Source: an optimization exercise on an open RTL-to-GDS flow (aim: small area, a short achievable clock period and few clock cycles). Production flows keep margins and buffers that such runs may drop. Function was checked by simulation only, so behaviour that the tests miss may differ from the original. Power and IR drop assume default switching activity.

==> run a <==
// PriorityQueue
module PriorityQueue (
  input         clock,
  input         reset,
  output        io_head_valid,
  output        io_head_none,
  output [7:0]  io_head_prio_cycle,
  output [3:0]  io_head_prio_superCycle,
  output [5:0]  io_head_refID,
  input         io_cmd_valid,
  input         io_cmd_op,
  input  [7:0]  io_cmd_prio_cycle,
  input  [3:0]  io_cmd_prio_superCycle,
  input  [5:0]  io_cmd_refID,
  output        io_cmd_done,
  output        io_cmd_result,
  output [7:0]  io_cmd_rm_prio_cycle,
  output [3:0]  io_cmd_rm_prio_superCycle
);
==> module PriorityQueue, before the edit <==
module PriorityQueue (
  input         clock,
  input         reset,
  output        io_head_valid,
  output        io_head_none,
  output [7:0]  io_head_prio_cycle,
  output [3:0]  io_head_prio_superCycle,
  output [5:0]  io_head_refID,
  input         io_cmd_valid,
  input         io_cmd_op,
  input  [7:0]  io_cmd_prio_cycle,
  input  [3:0]  io_cmd_prio_superCycle,
  input  [5:0]  io_cmd_refID,
  output        io_cmd_done,
  output        io_cmd_result,
  output [7:0]  io_cmd_rm_prio_cycle,
  output [3:0]  io_cmd_rm_prio_superCycle
);
  localparam N = 33;
  localparam W = 18;             
  reg  [W-1:0] s [0:N-1];
  reg          pValid;           
  reg          pOp;
  reg  [W-1:0] pElem;            
  reg  [N-1:0] le;               
  reg  [N-1:0] match;            
  reg  [5:0]   clrCnt;           
  reg          idle;             
  reg  [W-1:0] headReg;
  reg          headNone;
  reg          headValid;
  reg          resultReg;
  reg  [11:0]  rmPrioReg;
  wire         full = ~&s[N-1][5:0];
  wire         ins = pValid & pOp & ~full;
  wire         rem = pValid & ~pOp;
  wire [N-1:0] after;    
  wire [W-1:0] sn [0:N-1];
  wire [11:0]  ck = {io_cmd_prio_superCycle, io_cmd_prio_cycle};
  wire [11:0]  nck = ~ck;
  wire [W-1:0] cElem = {ck, io_cmd_refID};
  wire         cValid = io_cmd_valid & idle;
  wire [N-1:0] cLe;      
  wire [N-1:0] cMatch;   
  wire [11:0]  cRm [0:N-1];
  pq_prefix_or #(.N(N)) u_after (.x(match), .y(after));
  genvar i;
  generate
    for (i = 0; i < N; i = i + 1) begin : g_slot
      if (i == 0) begin : g_first
        assign cRm[i] = {12{cMatch[i]}} & sn[i][17:6];
      end else begin : g_rest
        assign cRm[i] = cRm[i-1] | ({12{cMatch[i]}} & sn[i][17:6]);
      end
      wire [W-1:0] left  = (i == 0) ? {W{1'b0}} : s[(i == 0) ? 0 : i-1];
      wire [W-1:0] right = (i == N-1) ? {W{1'b1}} : s[(i == N-1) ? i : i+1];
      wire         lle   = (i == 0) ? 1'b0 : le[(i == 0) ? 0 : i-1];
      wire selL = ins & lle;
      wire selN = ins & le[i] & ~lle;
      wire selR = ~idle | (rem & after[i]);
      wire selH = ~(selL | selN | selR);
      pq_slotmux #(.W(W)) u_mux (
        .selL(selL), .selN(selN), .selR(selR), .selH(selH),
        .left(left), .newe(pElem), .right(right), .hold(s[i]), .out(sn[i])
      );
      if (i == N-1) begin : g_lelast
        assign cLe[i] = 1'b1;
      end else begin : g_le
        pq_le12 u_le (.na(nck), .b(sn[i][17:6]), .le(cLe[i]));
      end
      assign cMatch[i] = sn[i][5:0] == io_cmd_refID;
      always @(posedge clock) begin
        s[i] <= sn[i];
        le[i] <= cLe[i];
        match[i] <= cMatch[i];
      end
    end
  endgenerate
  wire fullN = ~&sn[N-1][5:0];
  wire cIns = cValid & io_cmd_op & ~fullN & cLe[0];
  wire cRemHead = cValid & ~io_cmd_op & cMatch[0];
  wire [W-1:0] headNext = cIns ? cElem : cRemHead ? sn[1] : sn[0];
  wire headNoneNext = ~cIns & (cRemHead ? &sn[1][5:0] : &sn[0][5:0]);
  always @(posedge clock) begin
    pValid <= cValid & ~reset;
    pOp <= io_cmd_op;
    pElem <= cElem;
    headReg <= headNext;
    headNone <= headNoneNext;
    headValid <= ~headNoneNext;
    resultReg <= io_cmd_op ? fullN : ~|cMatch;
    rmPrioReg <= cRm[N-1];
    if (reset) begin
      clrCnt <= N;
      idle <= 1'b0;
    end else if (!idle) begin
      clrCnt <= clrCnt - 6'd1;
      idle <= clrCnt == 6'd1;
    end
  end
  assign io_cmd_done = idle;
  assign io_cmd_result = resultReg;
  assign io_cmd_rm_prio_superCycle = rmPrioReg[11:8];
  assign io_cmd_rm_prio_cycle = rmPrioReg[7:0];
  assign io_head_none = headNone;
  assign io_head_valid = headValid;
  assign io_head_prio_superCycle = headReg[17:14];
  assign io_head_prio_cycle = headReg[13:6];
  assign io_head_refID = headReg[5:0];
endmodule
Settings: LEC_CHECK=0, CAP_MARGIN=20, CORE_MARGIN=2, CORE_UTILIZATION=30, SLEW_MARGIN=20, SYNTH_HIERARCHICAL=1; clock period 12.0 ns.
standard.sh (not shown) runs the stock make flow with config.mk's settings and CLKGATE_MAP_FILE= SYNTH_SCRIPT=/design/flow/synth_recipe.tcl, a recipe that flattens the netlist after the stock synthesis.
==> flow/flow/run.sh <==
#!/bin/bash
set -euo pipefail
MARGIN=$(cat flow/margin.txt)
bash standard.sh SETUP_SLACK_MARGIN=$MARGIN finish > flow_make.log 2>&1
==> flow/flow/margin.txt <==
8.2
==> inputs of run b, as changes to run a <==
--- a/flow/design.v
+++ b/flow/design.v
@@ -76,8 +76,8 @@
   localparam N = 33;
   localparam W = 18;             
   reg  [W-1:0] s [0:N-1];
-  reg          pValid;           
-  reg          pOp;
+  reg          pIns;             
+  reg          pRem;             
   reg  [W-1:0] pElem;            
   reg  [N-1:0] le;               
   reg  [N-1:0] match;            
@@ -88,9 +88,9 @@
   reg          headValid;
   reg          resultReg;
   reg  [11:0]  rmPrioReg;
-  wire         full = ~&s[N-1][5:0];
-  wire         ins = pValid & pOp & ~full;
-  wire         rem = pValid & ~pOp;
+  wire clearNext = reset | (~idle & (clrCnt != 6'd1));
+  wire         ins = pIns;
+  wire         rem = pRem;
   wire [N-1:0] after;    
   wire [W-1:0] sn [0:N-1];
   wire [11:0]  ck = {io_cmd_prio_superCycle, io_cmd_prio_cycle};
@@ -99,22 +99,26 @@
   wire         cValid = io_cmd_valid & idle;
   wire [N-1:0] cLe;      
   wire [N-1:0] cMatch;   
-  wire [11:0]  cRm [0:N-1];
+  wire [11:0]  cRm [0:N-1];    
+  wire [N-1:0] eqS;      
+  wire         eqP = pElem[5:0] == io_cmd_refID;
+  wire         pRemSame = pRem & eqP;
+  wire         pInsSame = pIns & eqP;
   pq_prefix_or #(.N(N)) u_after (.x(match), .y(after));
   genvar i;
   generate
     for (i = 0; i < N; i = i + 1) begin : g_slot
       if (i == 0) begin : g_first
-        assign cRm[i] = {12{cMatch[i]}} & sn[i][17:6];
+        assign cRm[i] = {12{eqS[i]}} & s[i][17:6];
       end else begin : g_rest
-        assign cRm[i] = cRm[i-1] | ({12{cMatch[i]}} & sn[i][17:6]);
+        assign cRm[i] = cRm[i-1] | ({12{eqS[i]}} & s[i][17:6]);
       end
       wire [W-1:0] left  = (i == 0) ? {W{1'b0}} : s[(i == 0) ? 0 : i-1];
       wire [W-1:0] right = (i == N-1) ? {W{1'b1}} : s[(i == N-1) ? i : i+1];
       wire         lle   = (i == 0) ? 1'b0 : le[(i == 0) ? 0 : i-1];
       wire selL = ins & lle;
       wire selN = ins & le[i] & ~lle;
-      wire selR = ~idle | (rem & after[i]);
+      wire selR = rem & after[i];
       wire selH = ~(selL | selN | selR);
       pq_slotmux #(.W(W)) u_mux (
         .selL(selL), .selN(selN), .selR(selR), .selH(selH),
@@ -125,11 +129,14 @@
       end else begin : g_le
         pq_le12 u_le (.na(nck), .b(sn[i][17:6]), .le(cLe[i]));
       end
-      assign cMatch[i] = sn[i][5:0] == io_cmd_refID;
+      assign eqS[i] = s[i][5:0] == io_cmd_refID;
+      wire eqLeft  = (i == 0) ? 1'b0 : eqS[(i == 0) ? 0 : i-1];
+      wire eqRight = (i == N-1) ? 1'b0 : eqS[(i == N-1) ? i : i+1];
+      assign cMatch[i] = (selL & eqLeft) | (selN & eqP) | (selR & eqRight) | (selH & eqS[i]);
       always @(posedge clock) begin
         s[i] <= sn[i];
         le[i] <= cLe[i];
-        match[i] <= cMatch[i];
+        match[i] <= cMatch[i] | ((i == 0) & clearNext);
       end
     end
   endgenerate
@@ -139,14 +146,14 @@
   wire [W-1:0] headNext = cIns ? cElem : cRemHead ? sn[1] : sn[0];
   wire headNoneNext = ~cIns & (cRemHead ? &sn[1][5:0] : &sn[0][5:0]);
   always @(posedge clock) begin
-    pValid <= cValid & ~reset;
-    pOp <= io_cmd_op;
+    pIns <= ~clearNext & cValid & io_cmd_op & ~fullN;
+    pRem <= clearNext | (cValid & ~io_cmd_op);
     pElem <= cElem;
     headReg <= headNext;
     headNone <= headNoneNext;
     headValid <= ~headNoneNext;
-    resultReg <= io_cmd_op ? fullN : ~|cMatch;
-    rmPrioReg <= cRm[N-1];
+    resultReg <= io_cmd_op ? fullN : (pRemSame | (~pInsSame & ~|eqS));
+    rmPrioReg <= pRemSame ? 12'd0 : pInsSame ? pElem[17:6] : cRm[N-1];
     if (reset) begin
       clrCnt <= N;
       idle <= 1'b0;
==> flow/flow/run.sh (replaced) <==
#!/bin/bash
set -euo pipefail
MARGIN=$(cat flow/margin.txt)
bash standard.sh SETUP_SLACK_MARGIN=$MARGIN \
  "BUFFER_PORTS_ARGS=-buffer_cell sky130_fd_sc_hd__buf_4" finish > flow_make.log 2>&1
==> flow/flow/margin.txt (replaced) <==
8.4
--- a/flow/config.mk
+++ b/flow/config.mk
@@ -7,6 +7,10 @@
 export LEC_CHECK = 0
 export CAP_MARGIN = 20
 export CORE_MARGIN = 2
-export CORE_UTILIZATION = 30
+export CORE_UTILIZATION = 45
+export CTS_BUF_LIST = sky130_fd_sc_hd__clkbuf_16
+export CTS_CLUSTER_DIAMETER = 60
+export CTS_CLUSTER_SIZE = 16
 export SLEW_MARGIN = 20
 export SYNTH_HIERARCHICAL = 1
+export TNS_END_PERCENT = 0
==> inputs of run c, as changes to run a <==
--- a/flow/design.v
+++ b/flow/design.v
@@ -88,6 +88,7 @@
   reg          headValid;
   reg          resultReg;
   reg  [11:0]  rmPrioReg;
+  wire clearNext = reset | (~idle & (clrCnt != 6'd1));
   wire         full = ~&s[N-1][5:0];
   wire         ins = pValid & pOp & ~full;
   wire         rem = pValid & ~pOp;
@@ -99,22 +100,26 @@
   wire         cValid = io_cmd_valid & idle;
   wire [N-1:0] cLe;      
   wire [N-1:0] cMatch;   
-  wire [11:0]  cRm [0:N-1];
+  wire [11:0]  cRm [0:N-1];    
+  wire [N-1:0] eqS;      
+  wire         eqP = pElem[5:0] == io_cmd_refID;
+  wire         pRemSame = pValid & ~pOp & eqP;
+  wire         pInsSame = pValid & pOp & ~full & eqP;
   pq_prefix_or #(.N(N)) u_after (.x(match), .y(after));
   genvar i;
   generate
     for (i = 0; i < N; i = i + 1) begin : g_slot
       if (i == 0) begin : g_first
-        assign cRm[i] = {12{cMatch[i]}} & sn[i][17:6];
+        assign cRm[i] = {12{eqS[i]}} & s[i][17:6];
       end else begin : g_rest
-        assign cRm[i] = cRm[i-1] | ({12{cMatch[i]}} & sn[i][17:6]);
+        assign cRm[i] = cRm[i-1] | ({12{eqS[i]}} & s[i][17:6]);
       end
       wire [W-1:0] left  = (i == 0) ? {W{1'b0}} : s[(i == 0) ? 0 : i-1];
       wire [W-1:0] right = (i == N-1) ? {W{1'b1}} : s[(i == N-1) ? i : i+1];
       wire         lle   = (i == 0) ? 1'b0 : le[(i == 0) ? 0 : i-1];
       wire selL = ins & lle;
       wire selN = ins & le[i] & ~lle;
-      wire selR = ~idle | (rem & after[i]);
+      wire selR = rem & after[i];
       wire selH = ~(selL | selN | selR);
       pq_slotmux #(.W(W)) u_mux (
         .selL(selL), .selN(selN), .selR(selR), .selH(selH),
@@ -125,11 +130,14 @@
       end else begin : g_le
         pq_le12 u_le (.na(nck), .b(sn[i][17:6]), .le(cLe[i]));
       end
-      assign cMatch[i] = sn[i][5:0] == io_cmd_refID;
+      assign eqS[i] = s[i][5:0] == io_cmd_refID;
+      wire eqLeft  = (i == 0) ? 1'b0 : eqS[(i == 0) ? 0 : i-1];
+      wire eqRight = (i == N-1) ? 1'b0 : eqS[(i == N-1) ? i : i+1];
+      assign cMatch[i] = (selL & eqLeft) | (selN & eqP) | (selR & eqRight) | (selH & eqS[i]);
       always @(posedge clock) begin
         s[i] <= sn[i];
         le[i] <= cLe[i];
-        match[i] <= cMatch[i];
+        match[i] <= cMatch[i] | ((i == 0) & clearNext);
       end
     end
   endgenerate
@@ -139,14 +147,14 @@
   wire [W-1:0] headNext = cIns ? cElem : cRemHead ? sn[1] : sn[0];
   wire headNoneNext = ~cIns & (cRemHead ? &sn[1][5:0] : &sn[0][5:0]);
   always @(posedge clock) begin
-    pValid <= cValid & ~reset;
-    pOp <= io_cmd_op;
+    pValid <= clearNext | (cValid & ~reset);
+    pOp <= io_cmd_op & ~clearNext;
     pElem <= cElem;
     headReg <= headNext;
     headNone <= headNoneNext;
     headValid <= ~headNoneNext;
-    resultReg <= io_cmd_op ? fullN : ~|cMatch;
-    rmPrioReg <= cRm[N-1];
+    resultReg <= io_cmd_op ? fullN : (pRemSame | (~pInsSame & ~|eqS));
+    rmPrioReg <= pRemSame ? 12'd0 : pInsSame ? pElem[17:6] : cRm[N-1];
     if (reset) begin
       clrCnt <= N;
       idle <= 1'b0;
==> flow/flow/run.sh (replaced) <==
#!/bin/bash
set -euo pipefail
MARGIN=$(cat flow/margin.txt)
bash standard.sh SETUP_SLACK_MARGIN=$MARGIN \
  "BUFFER_PORTS_ARGS=-buffer_cell sky130_fd_sc_hd__buf_4" finish > flow_make.log 2>&1
==> flow/flow/margin.txt (replaced) <==
8.4
--- a/flow/config.mk
+++ b/flow/config.mk
@@ -7,6 +7,9 @@
 export LEC_CHECK = 0
 export CAP_MARGIN = 20
 export CORE_MARGIN = 2
-export CORE_UTILIZATION = 30
+export CORE_UTILIZATION = 45
+export CTS_BUF_LIST = sky130_fd_sc_hd__clkbuf_8
+export PLACE_DENSITY = 0.75
 export SLEW_MARGIN = 20
 export SYNTH_HIERARCHICAL = 1
+export TNS_END_PERCENT = 0
==> run notes <==
status=complete, no violations; Clock Latency Late Sink=0.70 ns; worst hold slack=0.5112 ns; PwrDens=301.0 nW/um2; area of the multi-input gates=25980 um2; LEAKAGE=0.01848 uW; top post-synthesis cells by area=dfxtp_1 33%, a22oi_1 16%, a22oi_2 10%, buf_6 7.1%, nand2_1 6.8%; Area Growth Syn to Fin=12.01%; DR vias=45680; Placed Area=43340 um2; Flop+latch power=5980 uW; Hold Crit Endpoint=clrCnt[5]; met3 WL=34100 um
The numbers above come from run b.

==> run notes <==
GP Congestion=1.090; synthesized area per cell=9.106 um2; area of the multi-input gates=25880 um2; top post-synthesis cells by area=dfxtp_1 33%, a22oi_1 17%, a22oi_2 11%, buf_6 7.0%, nand2_1 6.6%; status=complete, no violations; ANT cells=6; met3 WL=27810 um; Syn Std Cell Area=43150 um2; Flop+latch power=5740 uW; Placed Area=43310 um2; total wire length=197400 um; Area Growth Syn to Fin=9.293%; PwrDens=299.1 nW/um2; LEAKAGE=0.01798 uW; Initial Util=45.42%
The numbers above come from run c.

==> run notes <==
first-pass GRT wire length=315200 um; worst hold slack=0.5214 ns; Clock Latency Late Sink=0.69 ns; Placed Area=44530 um2; post-synth top area share=32.99%; PwrDens=286.9 nW/um2; DR vias=45800; area of the multi-input gates=28190 um2; Slew Limit Fails=0; Flop+latch power=4880 uW; top post-synthesis cells by area=dfxtp_1 33%, a22oi_1 15%, a22oi_2 10%, buf_6 7.3%, nand2_1 6.5%; Area Growth Syn to Fin=21.50%; status=complete, no violations; clk_skew=0.02692 ns; most frequent cell after synthesis=a22oi_1
The numbers above come from run a.

Testbench counts of run a, summed over its fixed seeds: cycles 3,200.
Testbench counts of run b, summed over its fixed seeds: cycles 3,200.
Testbench counts of run c, summed over its fixed seeds: cycles 3,200.

[afterwards: timing with drivers on the ports]
The results above use ideal ports. As a check the final layouts listed here were re-extracted and re-timed, cells and wires unchanged.
Step 1 (the two cells are an assumption about what drives the block):
set clk [get_ports {clock}]
set_driving_cell -lib_cell sky130_fd_sc_hd__clkbuf_16 $clk
set_driving_cell -lib_cell sky130_fd_sc_hd__buf_2 [delete_from_list [all_inputs] $clk]
Step 2 moves the port delays by t, midway between the first and last clock arrival at a register: inputs arrive t later, outputs are due t later. That takes back most of the time a late clock gives input paths.
Three values: ideal, step 1, step 2; two values: the first two.
| run | t (ns) | setup WS [ns] | hold WS [ns] | worst setup path at the end | worst data-port slew with drivers (ns) |
|---|---|---|---|---|---|
| run a | 0.754 | 7.909 / 7.909 / 7.207 | 0.521 / 0.521 / 0.521 | input to register | 0.09 |
| run b | 0.750 | 8.049 / 7.880 / 7.130 | 0.511 / 0.511 / 0.511 | input to register | 0.34 |
| run c | 0.859 | 8.158 / 8.171 / 7.316 | 0.522 / 0.522 / 0.522 | input to register | 0.08 |
After both steps setup and hold are still met in every run listed. For run b, which loses most, drivers alone change the setup slack by -0.169 ns; drivers and shift together by -0.919 ns.
